Context: an optimization exercise on an open-source flow, tuned for small area. The choices shown serve that exercise and are no tape-out recipe. At most, simulation tests tie the RTL to the original design; equivalence was not proved. The flow treats the clock pin as an ideal source. Dropping or thinning the clock tree relies on that and would not hold on a real chip.

==> run A: inputs <==
==> flow/design.v <==
module spi_master
  # (
    parameter SYSTEM_CLK_FREQ = 100_000_000,
    parameter SCLK_FREQ       = 1_000_000,
    parameter SYSTEM_CLK_PER  = 10,
    parameter MIN_CS_SETUP    = 100,
    parameter MIN_CS_HOLD     = 20,
    parameter MIN_CS_DISABLE  = 20,
    parameter CPOL            = 1'b0,
    parameter CPHA            = 1'b0,
    parameter SPI_DATA_WIDTH  = 8,
    parameter CS_DEVICE_COUNT = 1)
  (
    input  clkIn,
    input  rstIn,
    input  enIn,
    output busyOut,
    input  loadDataIn,
    output validDataOut,
    input  [SPI_DATA_WIDTH-1:0] dataRxIn,
    output [SPI_DATA_WIDTH-1:0] dataTxOut,
    output spiClkOut,
    output [CS_DEVICE_COUNT-1:0] spiCsLowOut,
    output spiMosiOut,
    input  spiMisoIn);
  reg       txMode;
  reg [5:0] cnt;
  reg       sclkQ;
  reg [2:0] bitCnt;
  reg [7:0] shReg;
  reg       mosiQ;
  reg       validQ;
  reg [7:0] dataTxQ;
  wire edge_    = &cnt;
  wire tick     = txMode & edge_;
  wire rise     = edge_ & ~sclkQ;
  wire fall     = edge_ & sclkQ;
  wire firstBit = ~|bitCnt;
  wire lastFall = fall & (&bitCnt);
  wire exitTx   = lastFall & ~enIn;
  wire idle     = ~txMode & ~cnt[5] & cnt[4] & cnt[1] & cnt[0];                   
  wire csHigh   = ~txMode & cnt[4] & ~cnt[3] & ~cnt[2] & (cnt[1] | cnt[0]);       
  wire lastSu   = ~txMode & cnt[4] & cnt[3] & cnt[2] & ~cnt[1] & cnt[0];          
  wire txStart  = cnt[4] & cnt[3] & cnt[2] & cnt[1];                              
  wire csToHigh = ~cnt[5] & cnt[4];                                               
  wire start    = idle & enIn;
  wire mosiFollow = txMode ? (firstBit | ~sclkQ) : txStart;
  wire mosiHold   = txMode ? (~firstBit & sclkQ) : ~cnt[4];
  assign busyOut      = ~idle;
  assign spiCsLowOut  = csHigh;
  assign spiClkOut    = sclkQ;
  assign spiMosiOut   = mosiQ;
  assign validDataOut = validQ;
  assign dataTxOut    = dataTxQ;
  always @ (posedge clkIn) begin
    if (rstIn) begin
      txMode  <= 1'b0;
      cnt     <= 6'd19;
      sclkQ   <= 1'b0;
      bitCnt  <= 3'd0;
      mosiQ   <= 1'b0;
      validQ  <= 1'b0;
      dataTxQ <= 8'd0;
    end
    else begin
      validQ <= lastFall;
      if (lastFall)
        dataTxQ <= shReg;
      {bitCnt, sclkQ} <= {bitCnt, sclkQ} + {3'd0, tick};
      cnt <= (cnt + {5'd0, ~idle}) | {start, 1'b0, {3{edge_}}, 1'b0};
      txMode <= txMode ? ~exitTx : edge_;
      mosiQ <= (mosiFollow & shReg[7] & ~validQ) | (lastSu & dataRxIn[7]) | (mosiHold & mosiQ);
    end
  end
  wire keep7 = ~firstBit & ~rise;
  always @ (posedge clkIn) begin
    if (rise)
      shReg[0] <= spiMisoIn;
    shReg[6:1] <= ({6{firstBit}} & dataRxIn[5:0]) | ({6{~firstBit & rise}} & shReg[5:0]) |
                  ({6{~firstBit & ~rise}} & shReg[6:1]);
    shReg[7]   <= (~firstBit & rise & shReg[6]) | (keep7 & shReg[7]) |
                  (firstBit & (fall ? dataRxIn[6] : dataRxIn[7]));
  end
endmodule
==> flow/flow/run.sh <==
#!/bin/bash
# The standard layout (standard.sh) with these changes:
#  - yosys maps the logic with an area-oriented ABC script (flow/abc_area.script)
#    and leaves adders to ABC instead of mapping them to half/full-adder cells
#  - the port buffers are the smallest buffer cell
#  - the clock is buffered by a few clock buffers placed by flow/cts_manual.tcl
#    instead of TritonCTS's H-tree
# ORFS writes each step's full log under orfs/logs; make's output goes to standard.log.
set -euo pipefail
rm -rf scripts
cp -r "$FLOW_HOME/scripts" scripts
cp flow/abc_area.script scripts/abc_speed.script
sed -i 's#^log_cmd clock_tree_synthesis {\*}\$cts_args#source $::env(CTS_MANUAL_TCL)#' scripts/cts.tcl
grep -q CTS_MANUAL_TCL scripts/cts.tcl
export SCRIPTS_DIR="$PWD/scripts"
export ADDER_MAP_FILE=
export BUFFER_PORTS_ARGS="-buffer_cell sky130_fd_sc_hd__buf_1"
export CTS_MANUAL_TCL="$PWD/flow/cts_manual.tcl"
export CTS_MANUAL_K=1
export CTS_MANUAL_CELL=sky130_fd_sc_hd__buf_12
export CTS_CLOCK_PORT=clkIn
bash standard.sh > standard.log 2>&1
==> flow/flow/abc_area.script <==
strash
&get -n
&st
&deepsyn -T 60
&dch -f
&nf -R 1000 -a
&put
mfs3 -a
==> flow/flow/cts_manual.tcl <==
# Replaces TritonCTS: the clock port drives CTS_MANUAL_K buffers of type
# CTS_MANUAL_CELL, each placed at the centre of its group of registers
# (groups are runs of registers sorted by x).
set dbu [[ord::get_db_tech] getDbUnitsPerMicron]
set clk_port_net [get_nets $::env(CTS_CLOCK_PORT)]
set sinks {}
foreach pin [get_pins -of_objects $clk_port_net -filter "direction==input"] {
  set inst [[sta::sta_to_db_pin $pin] getInst]
  set bb [$inst getBBox]
  lappend sinks [list [expr {([$bb xMin] + [$bb xMax]) / 2.0 / $dbu}] \
                      [expr {([$bb yMin] + [$bb yMax]) / 2.0 / $dbu}] $pin]
}
set k $::env(CTS_MANUAL_K)
set sorted [lsort -real -index 0 $sinks]
set n [llength $sorted]
for {set g 0} {$g < $k} {incr g} {
  set grp [lrange $sorted [expr {$g * $n / $k}] [expr {($g + 1) * $n / $k - 1}]]
  set sx 0.0
  set sy 0.0
  set pins {}
  foreach s $grp {
    set sx [expr {$sx + [lindex $s 0]}]
    set sy [expr {$sy + [lindex $s 1]}]
    lappend pins [lindex $s 2]
  }
  set m [llength $grp]
  log_cmd insert_buffer -buffer_cell $::env(CTS_MANUAL_CELL) -net [get_full_name $clk_port_net] \
    -load_pins $pins -location [list [expr {$sx / $m}] [expr {$sy / $m}]] \
    -buffer_name clkbuf_manual_$g -net_name clknet_manual_$g
}
foreach net [[ord::get_db_block] getNets] {
  if {[string match "clknet_manual_*" [$net getName]] || [$net getName] == [get_full_name $clk_port_net]} {
    $net setSigType CLOCK
  }
}
set_propagated_clock [all_clocks]
==> flow/standard.sh <==
#!/bin/bash
# synth_recipe.tcl (not shown) runs the flow's synth.tcl, then flattens the netlist and writes it again
# the make line also repeats each setting of config.mk as NAME=value (left out here)
make -C /OpenROAD-flow-scripts/flow DESIGN_CONFIG=/design/flow/config.mk WORK_HOME=/design/flow/orfs CLKGATE_MAP_FILE= SYNTH_SCRIPT=/design/flow/synth_recipe.tcl "${@:-finish}"
==> flow/config.mk <==
export PLATFORM = sky130hd
export DESIGN_NAME = spi_master
export DESIGN_NICKNAME = spi_master
export VERILOG_FILES = /design/flow/design.v
export SDC_FILE = /design/flow/constraint.sdc
export NUM_CORES = 4
export LEC_CHECK = 0
export CAP_MARGIN = 20
export CORE_AREA = 2.3 2.72 67.62 67.28
export DIE_AREA = 0 0 70 70
export GPL_TIMING_DRIVEN = 0
export PLACE_DENSITY = 0.85
export SLEW_MARGIN = 20
==> flow/constraint.sdc <==
create_clock -name core_clock -period 6.0 [get_ports {clkIn}]
set_input_delay 1.2000 -clock core_clock [delete_from_list [all_inputs] [get_ports {clkIn}]]
set_output_delay 1.2000 -clock core_clock [all_outputs]
set_load 0.01 [all_outputs]
==> run B: changes against run A <==
==> flow/design.v (replaced) <==
module spi_master
  # (
    parameter SYSTEM_CLK_FREQ = 100_000_000,
    parameter SCLK_FREQ       = 1_000_000,
    parameter SYSTEM_CLK_PER  = 10,
    parameter MIN_CS_SETUP    = 100,
    parameter MIN_CS_HOLD     = 20,
    parameter MIN_CS_DISABLE  = 20,
    parameter CPOL            = 1'b0,
    parameter CPHA            = 1'b0,
    parameter SPI_DATA_WIDTH  = 8,
    parameter CS_DEVICE_COUNT = 1)
  (
    input  clkIn,
    input  rstIn,
    input  enIn,
    output busyOut,
    input  loadDataIn,
    output validDataOut,
    input  [SPI_DATA_WIDTH-1:0] dataRxIn,
    output [SPI_DATA_WIDTH-1:0] dataTxOut,
    output spiClkOut,
    output [CS_DEVICE_COUNT-1:0] spiCsLowOut,
    output spiMosiOut,
    input  spiMisoIn);
  localparam [5:0] C_TX_START = 6'd14;
  localparam [5:0] C_HOLD     = 6'd45;
  localparam [5:0] C_CS_HIGH  = 6'd47;
  localparam [5:0] C_IDLE     = 6'd50;
  localparam [5:0] C_LAST_SU  = 6'd61;
  reg       txMode;
  reg [5:0] cnt;
  reg       sclkQ;
  reg [2:0] bitCnt;
  reg [7:0] shReg;
  reg       mosiQ;
  reg       validQ;
  reg [7:0] dataTxQ;
  wire edge_   = &cnt;
  wire rise    = txMode & edge_ & ~sclkQ;
  wire fall    = txMode & edge_ & sclkQ;
  wire firstBit = (bitCnt == 3'd0);
  wire lastFall = fall & (&bitCnt);
  assign busyOut      = txMode | (cnt != C_IDLE);
  assign spiCsLowOut  = ~txMode & (cnt[5:2] == 4'b1100);
  assign spiClkOut    = sclkQ;
  assign spiMosiOut   = mosiQ;
  assign validDataOut = validQ;
  assign dataTxOut    = dataTxQ;
  wire inc    = busyOut | enIn;
  wire tick   = txMode & edge_;
  wire exitTx = lastFall & ~enIn;
  wire [5:0] cntInc = cnt + {5'd0, inc};
  always @ (posedge clkIn) begin
    if (rstIn) begin
      txMode  <= 1'b0;
      cnt     <= C_IDLE;
      sclkQ   <= 1'b0;
      bitCnt  <= 3'd0;
      mosiQ   <= 1'b0;
      validQ  <= 1'b0;
      dataTxQ <= 8'd0;
    end
    else begin
      validQ <= lastFall;
      if (lastFall)
        dataTxQ <= shReg;
      {bitCnt, sclkQ} <= {bitCnt, sclkQ} + {3'd0, tick};
      cnt <= cntInc | (edge_ ? (exitTx ? C_HOLD : C_TX_START) : 6'd0);
      txMode <= txMode ? ~exitTx : edge_;
      if (txMode) begin
        if (firstBit | ~sclkQ)
          mosiQ <= shReg[7];
      end
      else begin
        if (cnt == C_LAST_SU)
          mosiQ <= dataRxIn[7];
        else if (cnt > C_LAST_SU)
          mosiQ <= shReg[7];
        else if (cnt == C_CS_HIGH)
          mosiQ <= 1'b0;
      end
    end
  end
  always @ (posedge clkIn) begin
    if (rise)
      shReg[6:0] <= {shReg[5:0], spiMisoIn};
    else if (fall & firstBit)
      shReg[6:1] <= dataRxIn[5:0];
    if (txMode & ~firstBit)
      shReg[7] <= rise ? shReg[6] : (lastFall ? 1'b0 : shReg[7]);
    else
      shReg[7] <= fall ? dataRxIn[6] : dataRxIn[7];
  end
endmodule
==> flow/flow/run.sh (replaced) <==
#!/bin/bash
set -euo pipefail
export BUFFER_PORTS_ARGS="-buffer_cell sky130_fd_sc_hd__buf_1"
bash standard.sh > standard.log 2>&1
Settings changed: CORE_AREA 2.3 2.72 67.62 67.28 to default, CORE_MARGIN from default to 2, CORE_UTILIZATION from default to 40, DIE_AREA 0 0 70 70 to default, GPL_TIMING_DRIVEN 0 to default, PLACE_DENSITY 0.85 to default.
removed: flow/flow/abc_area.script
removed: flow/flow/cts_manual.tcl
==> run G: changes against run A <==
--- a/flow/design.v
+++ b/flow/design.v
@@ -33,19 +33,17 @@
   reg [7:0] dataTxQ;
   wire edge_    = &cnt;
   wire tick     = txMode & edge_;
-  wire rise     = edge_ & ~sclkQ;
-  wire fall     = edge_ & sclkQ;
+  wire rise     = tick & ~sclkQ;
+  wire fall     = tick & sclkQ;
   wire firstBit = ~|bitCnt;
   wire lastFall = fall & (&bitCnt);
   wire exitTx   = lastFall & ~enIn;
   wire idle     = ~txMode & ~cnt[5] & cnt[4] & cnt[1] & cnt[0];                   
   wire csHigh   = ~txMode & cnt[4] & ~cnt[3] & ~cnt[2] & (cnt[1] | cnt[0]);       
-  wire lastSu   = ~txMode & cnt[4] & cnt[3] & cnt[2] & ~cnt[1] & cnt[0];          
+  wire lastSu   = cnt[4] & cnt[3] & cnt[2] & ~cnt[1] & cnt[0];                    
   wire txStart  = cnt[4] & cnt[3] & cnt[2] & cnt[1];                              
   wire csToHigh = ~cnt[5] & cnt[4];                                               
   wire start    = idle & enIn;
-  wire mosiFollow = txMode ? (firstBit | ~sclkQ) : txStart;
-  wire mosiHold   = txMode ? (~firstBit & sclkQ) : ~cnt[4];
   assign busyOut      = ~idle;
   assign spiCsLowOut  = csHigh;
   assign spiClkOut    = sclkQ;
@@ -69,16 +67,25 @@
       {bitCnt, sclkQ} <= {bitCnt, sclkQ} + {3'd0, tick};
       cnt <= (cnt + {5'd0, ~idle}) | {start, 1'b0, {3{edge_}}, 1'b0};
       txMode <= txMode ? ~exitTx : edge_;
-      mosiQ <= (mosiFollow & shReg[7] & ~validQ) | (lastSu & dataRxIn[7]) | (mosiHold & mosiQ);
+      if (txMode) begin
+        if (firstBit | ~sclkQ)
+          mosiQ <= shReg[7];
+      end
+      else if (txStart)
+        mosiQ <= shReg[7];
+      else if (lastSu)
+        mosiQ <= dataRxIn[7];
+      else if (csToHigh)
+        mosiQ <= 1'b0;
     end
   end
-  wire keep7 = ~firstBit & ~rise;
+  wire load = fall & firstBit;
+  wire keep = ~rise & ~load;
+  wire keep7 = txMode & ~firstBit & ~rise & ~lastFall;
   always @ (posedge clkIn) begin
-    if (rise)
-      shReg[0] <= spiMisoIn;
-    shReg[6:1] <= ({6{firstBit}} & dataRxIn[5:0]) | ({6{~firstBit & rise}} & shReg[5:0]) |
-                  ({6{~firstBit & ~rise}} & shReg[6:1]);
-    shReg[7]   <= (~firstBit & rise & shReg[6]) | (keep7 & shReg[7]) |
-                  (firstBit & (fall ? dataRxIn[6] : dataRxIn[7]));
+    shReg[0]   <= (rise & spiMisoIn) | (~rise & shReg[0]);
+    shReg[6:1] <= ({6{rise}} & shReg[5:0]) | ({6{load}} & dataRxIn[5:0]) | ({6{keep}} & shReg[6:1]);
+    shReg[7]   <= (txMode & ~firstBit & rise & shReg[6]) | (keep7 & shReg[7]) |
+                  (~(txMode & ~firstBit) & (fall ? dataRxIn[6] : dataRxIn[7]));
   end
 endmodule
--- a/flow/flow/run.sh
+++ b/flow/flow/run.sh
@@ -16,7 +16,7 @@
 export ADDER_MAP_FILE=
 export BUFFER_PORTS_ARGS="-buffer_cell sky130_fd_sc_hd__buf_1"
 export CTS_MANUAL_TCL="$PWD/flow/cts_manual.tcl"
-export CTS_MANUAL_K=1
-export CTS_MANUAL_CELL=sky130_fd_sc_hd__buf_12
+export CTS_MANUAL_K=3
+export CTS_MANUAL_CELL=sky130_fd_sc_hd__clkbuf_4
 export CTS_CLOCK_PORT=clkIn
 bash standard.sh > standard.log 2>&1
==> flow/flow/abc_area.script (replaced) <==
strash
&get -n
&st
&dc2
&dch -f
&nf -R 1000 -a
&put
--- a/flow/flow/cts_manual.tcl
+++ b/flow/flow/cts_manual.tcl
@@ -2,7 +2,7 @@
 # CTS_MANUAL_CELL, each placed at the centre of its group of registers
 # (groups are runs of registers sorted by x).
 set dbu [[ord::get_db_tech] getDbUnitsPerMicron]
-set clk_port_net [get_nets $::env(CTS_CLOCK_PORT)]
+set clk_port_net [get_nets -of_objects [get_ports $::env(CTS_CLOCK_PORT)]]
 set sinks {}
 foreach pin [get_pins -of_objects $clk_port_net -filter "direction==input"] {
   set inst [[sta::sta_to_db_pin $pin] getInst]
Settings changed: CORE_AREA 2.3 2.72 67.62 67.28 to default, CORE_MARGIN from default to 2, CORE_UTILIZATION from default to 40, DIE_AREA 0 0 70 70 to default, GPL_TIMING_DRIVEN 0 to default, PLACE_DENSITY 0.85 to default.
==> run C: changes against run A <==
--- a/flow/design.v
+++ b/flow/design.v
@@ -33,8 +33,8 @@
   reg [7:0] dataTxQ;
   wire edge_    = &cnt;
   wire tick     = txMode & edge_;
-  wire rise     = edge_ & ~sclkQ;
-  wire fall     = edge_ & sclkQ;
+  wire rise     = tick & ~sclkQ;
+  wire fall     = tick & sclkQ;
   wire firstBit = ~|bitCnt;
   wire lastFall = fall & (&bitCnt);
   wire exitTx   = lastFall & ~enIn;
@@ -72,13 +72,14 @@
       mosiQ <= (mosiFollow & shReg[7] & ~validQ) | (lastSu & dataRxIn[7]) | (mosiHold & mosiQ);
     end
   end
-  wire keep7 = ~firstBit & ~rise;
+  wire load = fall & firstBit;
+  wire keep = ~rise & ~load;
+  wire keep7 = txMode & ~firstBit & ~rise;
   always @ (posedge clkIn) begin
     if (rise)
       shReg[0] <= spiMisoIn;
-    shReg[6:1] <= ({6{firstBit}} & dataRxIn[5:0]) | ({6{~firstBit & rise}} & shReg[5:0]) |
-                  ({6{~firstBit & ~rise}} & shReg[6:1]);
-    shReg[7]   <= (~firstBit & rise & shReg[6]) | (keep7 & shReg[7]) |
-                  (firstBit & (fall ? dataRxIn[6] : dataRxIn[7]));
+    shReg[6:1] <= ({6{rise}} & shReg[5:0]) | ({6{load}} & dataRxIn[5:0]) | ({6{keep}} & shReg[6:1]);
+    shReg[7]   <= (txMode & ~firstBit & rise & shReg[6]) | (keep7 & shReg[7]) |
+                  (~(txMode & ~firstBit) & (fall ? dataRxIn[6] : dataRxIn[7]));
   end
 endmodule
--- a/flow/flow/run.sh
+++ b/flow/flow/run.sh
@@ -16,7 +16,7 @@
 export ADDER_MAP_FILE=
 export BUFFER_PORTS_ARGS="-buffer_cell sky130_fd_sc_hd__buf_1"
 export CTS_MANUAL_TCL="$PWD/flow/cts_manual.tcl"
-export CTS_MANUAL_K=1
-export CTS_MANUAL_CELL=sky130_fd_sc_hd__buf_12
+export CTS_MANUAL_K=3
+export CTS_MANUAL_CELL=sky130_fd_sc_hd__clkbuf_4
 export CTS_CLOCK_PORT=clkIn
 bash standard.sh > standard.log 2>&1
==> flow/flow/abc_area.script (replaced) <==
strash
&get -n
&st
&dc2
&dch -f
&nf -R 1000 -a
&put
Settings changed: PLACE_DENSITY 0.85 to default.
==> notes <==
The highest global-route usage belongs to run B, the lowest to run A. Run A produced a clean layout. Run G ended with an error in clock tree synthesis (4_1_cts). Run C completed without violations. Run B completed without violations. Synthesized area: run A < run C < run G < run B. Between run A and run B, the lower clock skew is in run A (gap 0.0021 ns). Against run B, the setup slack of run C is lower by 0.51 ns.
Function not checked in run B and run G: the RTL went through the layout flow alone. The clock cells of run A and run C come from the design's own scripts or RTL, not from TritonCTS.

## what the ideal ports hide
How much do the figures lean on ideal ports? The routed layouts below were timed once more, with nothing changed but the port constraints. Step 1, drivers: a clkbuf_16 drives clkIn and a buf_2 each remaining input, both assumed. Step 2 also shifts input and output timing later by t, the mid clock arrival at the registers, as if the neighbouring blocks saw the same clock. Slacks: no drivers / after step 1 / after step 2; pairs: no drivers / after step 1.
run	t (ns)	setup slack, ns	worst register clock-pin slew, ns	worst data-port slew with drivers (ns)	pins driven straight from the clock port
run A	0.172	3.242 / 3.242 / 3.242	0.11 / 0.11	0.03	1
run B	0.340	3.385 / 3.364 / 3.502	0.09 / 0.09	0.03	1
run C	0.199	2.877 / 2.877 / 2.877	0.12 / 0.12	0.03	3
After both steps every run listed still meets setup and hold.
